From an optimization exercise on the open Yosys and OpenROAD flow, aimed at small area, a short achievable clock period and few clock cycles; shortcuts taken in it are not production practice. Power is estimated from default activity; no workload was simulated.

==> module top, before the edit <==
module top(clk,rst,imem_addr,imem_data,led,halted);
        input clk;
        input rst;
        output [0:7] imem_addr;
        input [0:31] imem_data;
        output [0:7] led;
        output halted;
        wire [31:0] ins = imem_data;
        wire [5:0] op  = ins[31:26];
        wire [4:0] rs  = ins[25:21];
        wire [4:0] rt  = ins[20:16];
        wire [4:0] rd  = ins[15:11];
        wire [7:0] imm = ins[7:0];
        wire [5:0] fn  = ins[5:0];
        reg  [7:0] R [0:31];
        reg  [7:0] pc;
        reg  [7:0] x_a, x_b;           
        reg  [7:0] x_alt;              
        reg  [7:0] x_last;             
        reg        x_fa, x_fb, x_jal;
        reg  [4:0] x_dst;
        reg        x_we, x_lw, x_slt, x_w2, x_br, x_bne, x_pt, x_alt_end;
        reg        stop, hq;
        wire [7:0] ea = x_fa ? x_last : x_a;
        wire [7:0] eb = x_fb ? x_last : x_b;
        wire [7:0] sum = ea + eb;
        reg [7:0] rom;
        always @(*) begin
                case (sum)
                8'd0: rom = 8'b10011100;
                8'd1: rom = 8'b10001111;
                8'd2: rom = 8'b01110000;
                8'd3: rom = 8'b00111011;
                8'd4: rom = 8'b00100000;
                8'd5: rom = 8'b01010000;
                8'd6: rom = 8'b00000111;
                8'd7: rom = 8'b00001000;
                8'd8: rom = 8'b00001001;
                8'd9: rom = 8'b00001010;
                8'd10: rom = 8'b00000110;
                default: rom = 8'b00000000;
                endcase
        end
        wire lt = $signed(ea) < $signed(eb);
        wire [7:0] res = x_lw  ? rom :
                         x_slt ? {7'b0, lt} :
                         x_jal ? x_alt : sum;
        wire eq = (ea == eb);
        wire miss = x_br & (eq ^ x_bne ^ x_pt);
        wire d_lw   = op[5];                           
        wire d_addi = op[3];                           
        wire d_jal  = op[1] & ~op[5];                  
        wire d_br   = op[2];                           
        wire d_bne  = op[2] & op[0];                   
        wire d_r    = ~(op[5] | op[3] | op[2] | op[1]);  
        wire d_jr   = d_r & ~fn[5];                    
        wire d_slt  = d_r & fn[5] & fn[1];             
        wire d_we   = d_lw | d_addi | d_jal | (d_r & fn[5]);
        wire [4:0] d_dst = d_r ? rd : d_jal ? 5'd31 : rt;
        wire d_imm  = d_lw | d_addi;
        wire d_pt   = imm[7];                          
        wire fwd_a  = x_we & (x_dst == rs);
        wire fwd_b  = x_we & (x_dst == rt);
        wire fwd_31 = x_we & (x_dst == 5'd31);
        wire [7:0] rf_a = R[rs];
        wire [7:0] rf_b = R[rt];
        wire [7:0] r31 = fwd_31 ? res : R[31];
        wire [7:0] pc1 = pc + 8'd1;
        wire [7:0] pci = pc + imm;
        wire [7:0] npc = d_jr ? r31 : d_jal ? imm : (d_br & d_pt) ? pci : pc1;
        wire [7:0] alt = (d_pt | d_jal) ? pc1 : pci;
        wire npc_end = d_jr ? (r31 >= 8'd14) : d_jal ? (imm >= 8'd14) :
                       (d_br & d_pt) ? (pci >= 8'd14) : (pc1 >= 8'd14);
        wire kill = rst | miss | stop;
        wire stop_n = rst ? 1'b0 : miss ? x_alt_end : stop ? 1'b1 : npc_end;
        wire br_n = ~kill & d_br;
        wire w2_n = ~kill & d_we & (d_dst == 5'd2);
        assign imem_addr = pc;
        assign halted = hq;
        assign led = R[2];
        always @(posedge clk) begin
                stop <= stop_n;
                hq   <= stop_n & ~br_n & ~w2_n;
                if (kill) begin
                        x_we  <= 1'b0;
                        x_lw  <= 1'b0;
                        x_slt <= 1'b0;
                        x_w2  <= 1'b0;
                        x_br  <= 1'b0;
                        x_jal <= 1'b0;
                        if (rst) pc <= 8'd12;
                        else if (miss) pc <= x_alt;
                end
                else begin
                        x_we  <= d_we;
                        x_lw  <= d_lw;
                        x_slt <= d_slt;
                        x_w2  <= w2_n;
                        x_br  <= br_n;
                        x_jal <= d_jal;
                        pc    <= npc;
                end
                x_bne <= d_bne;
                x_pt  <= d_pt;
                x_alt <= alt;
                x_alt_end <= (alt >= 8'd14);
                x_dst <= d_dst;
                x_a   <= rf_a;
                x_b   <= d_imm ? imm : rf_b;
                x_fa  <= fwd_a;
                x_fb  <= fwd_b & ~d_imm;
                x_last <= res;
        end
        wire [7:0] wd = rst ? 8'd0 : res;
        genvar k;
        generate
                for (k = 0; k < 32; k = k + 1) begin : g_rf
                        always @(posedge clk)
                                if (rst | (x_we & (x_dst == k)))
                                        R[k] <= wd;
                end
        endgenerate
endmodule
export LEC_CHECK = 0
export CAP_MARGIN = 20
export CORE_MARGIN = 2
export CORE_UTILIZATION = 40
export SETUP_SLACK_MARGIN = 4.0
export SLEW_MARGIN = 20
create_clock -name core_clock -period 7.0 [get_ports {clk}]
run.sh (not shown) runs the stock make flow with config.mk's settings and CLKGATE_MAP_FILE= SYNTH_SCRIPT=/design/flow/synth_recipe.tcl, a recipe that flattens the netlist after the stock synthesis.
The first run ran to the end with no violations.
Rerun with:
--- a/flow/design.v
+++ b/flow/design.v
@@ -18,12 +18,8 @@
         reg  [7:0] x_a, x_b;           
         reg  [7:0] x_alt;              
-        reg  [7:0] x_last;             
-        reg        x_fa, x_fb, x_jal;
         reg  [4:0] x_dst;
         reg        x_we, x_lw, x_slt, x_w2, x_br, x_bne, x_pt, x_alt_end;
         reg        stop, hq;
-        wire [7:0] ea = x_fa ? x_last : x_a;
-        wire [7:0] eb = x_fb ? x_last : x_b;
-        wire [7:0] sum = ea + eb;
+        wire [7:0] sum = x_a + x_b;
         reg [7:0] rom;
         always @(*) begin
@@ -43,9 +39,8 @@
                 endcase
         end
-        wire lt = $signed(ea) < $signed(eb);
+        wire lt = $signed(x_a) < $signed(x_b);
         wire [7:0] res = x_lw  ? rom :
-                         x_slt ? {7'b0, lt} :
-                         x_jal ? x_alt : sum;
-        wire eq = (ea == eb);
+                         x_slt ? {7'b0, lt} : sum;
+        wire eq = (x_a == x_b);
         wire miss = x_br & (eq ^ x_bne ^ x_pt);
         wire d_lw   = op[5];                           
@@ -66,9 +61,11 @@
         wire [7:0] rf_a = R[rs];
         wire [7:0] rf_b = R[rt];
+        wire [7:0] d_a = fwd_a ? res : rf_a;
+        wire [7:0] d_b = fwd_b ? res : rf_b;
         wire [7:0] r31 = fwd_31 ? res : R[31];
         wire [7:0] pc1 = pc + 8'd1;
         wire [7:0] pci = pc + imm;
         wire [7:0] npc = d_jr ? r31 : d_jal ? imm : (d_br & d_pt) ? pci : pc1;
-        wire [7:0] alt = (d_pt | d_jal) ? pc1 : pci;
+        wire [7:0] alt = d_pt ? pc1 : pci;
         wire npc_end = d_jr ? (r31 >= 8'd14) : d_jal ? (imm >= 8'd14) :
                        (d_br & d_pt) ? (pci >= 8'd14) : (pc1 >= 8'd14);
@@ -89,5 +86,4 @@
                         x_w2  <= 1'b0;
                         x_br  <= 1'b0;
-                        x_jal <= 1'b0;
                         if (rst) pc <= 8'd12;
                         else if (miss) pc <= x_alt;
@@ -99,5 +95,4 @@
                         x_w2  <= w2_n;
                         x_br  <= br_n;
-                        x_jal <= d_jal;
                         pc    <= npc;
                 end
@@ -107,9 +102,6 @@
                 x_alt_end <= (alt >= 8'd14);
                 x_dst <= d_dst;
-                x_a   <= rf_a;
-                x_b   <= d_imm ? imm : rf_b;
-                x_fa  <= fwd_a;
-                x_fb  <= fwd_b & ~d_imm;
-                x_last <= res;
+                x_a   <= d_jal ? pc1 : d_a;
+                x_b   <= d_imm ? imm : d_jal ? 8'd0 : d_b;
         end
         wire [7:0] wd = rst ? 8'd0 : res;
What happened:
- The new run completed with no timing, DRC or antenna violations
- non-clock buffer count rises by 13
- total power falls by 2.9%
- global-route usage rises by 0.33 points
- register-to-register slack improved by 540 ps
- fmax rises by 13%
- wire length rises by 1.1%
- worst setup slack improved by 400 ps
No functional check of the RTL was part of any run of this note.

==> afterwards: timing with drivers on the ports <==
How much do the figures lean on ideal ports? The routed layouts below were timed once more, with nothing changed but the port constraints.
Step 1 assumes that a clkbuf_16 drives the clock port and a buf_2 every other input.
Step 2 also shifts input and output timing later by t, the mid clock arrival at the registers, as if the neighbouring blocks saw the same clock.
Slacks: no drivers / after step 1 / after step 2; pairs: no drivers / after step 1.
run | t, ns | setup slack, ns | worst setup path after step 2 | slew at the worst register clock pin (ns)
the first run | 0.637 | 3.452 / 3.452 / 2.944 | input to register | 0.07 / 0.07
the second run | 0.591 | 3.851 / 3.800 / 3.208 | input to register | 0.07 / 0.07
After both steps every run listed still meets setup and hold. The setup slack of the second run, which loses most, moves by -0.051 ns with the drivers and by -0.643 ns with both steps.
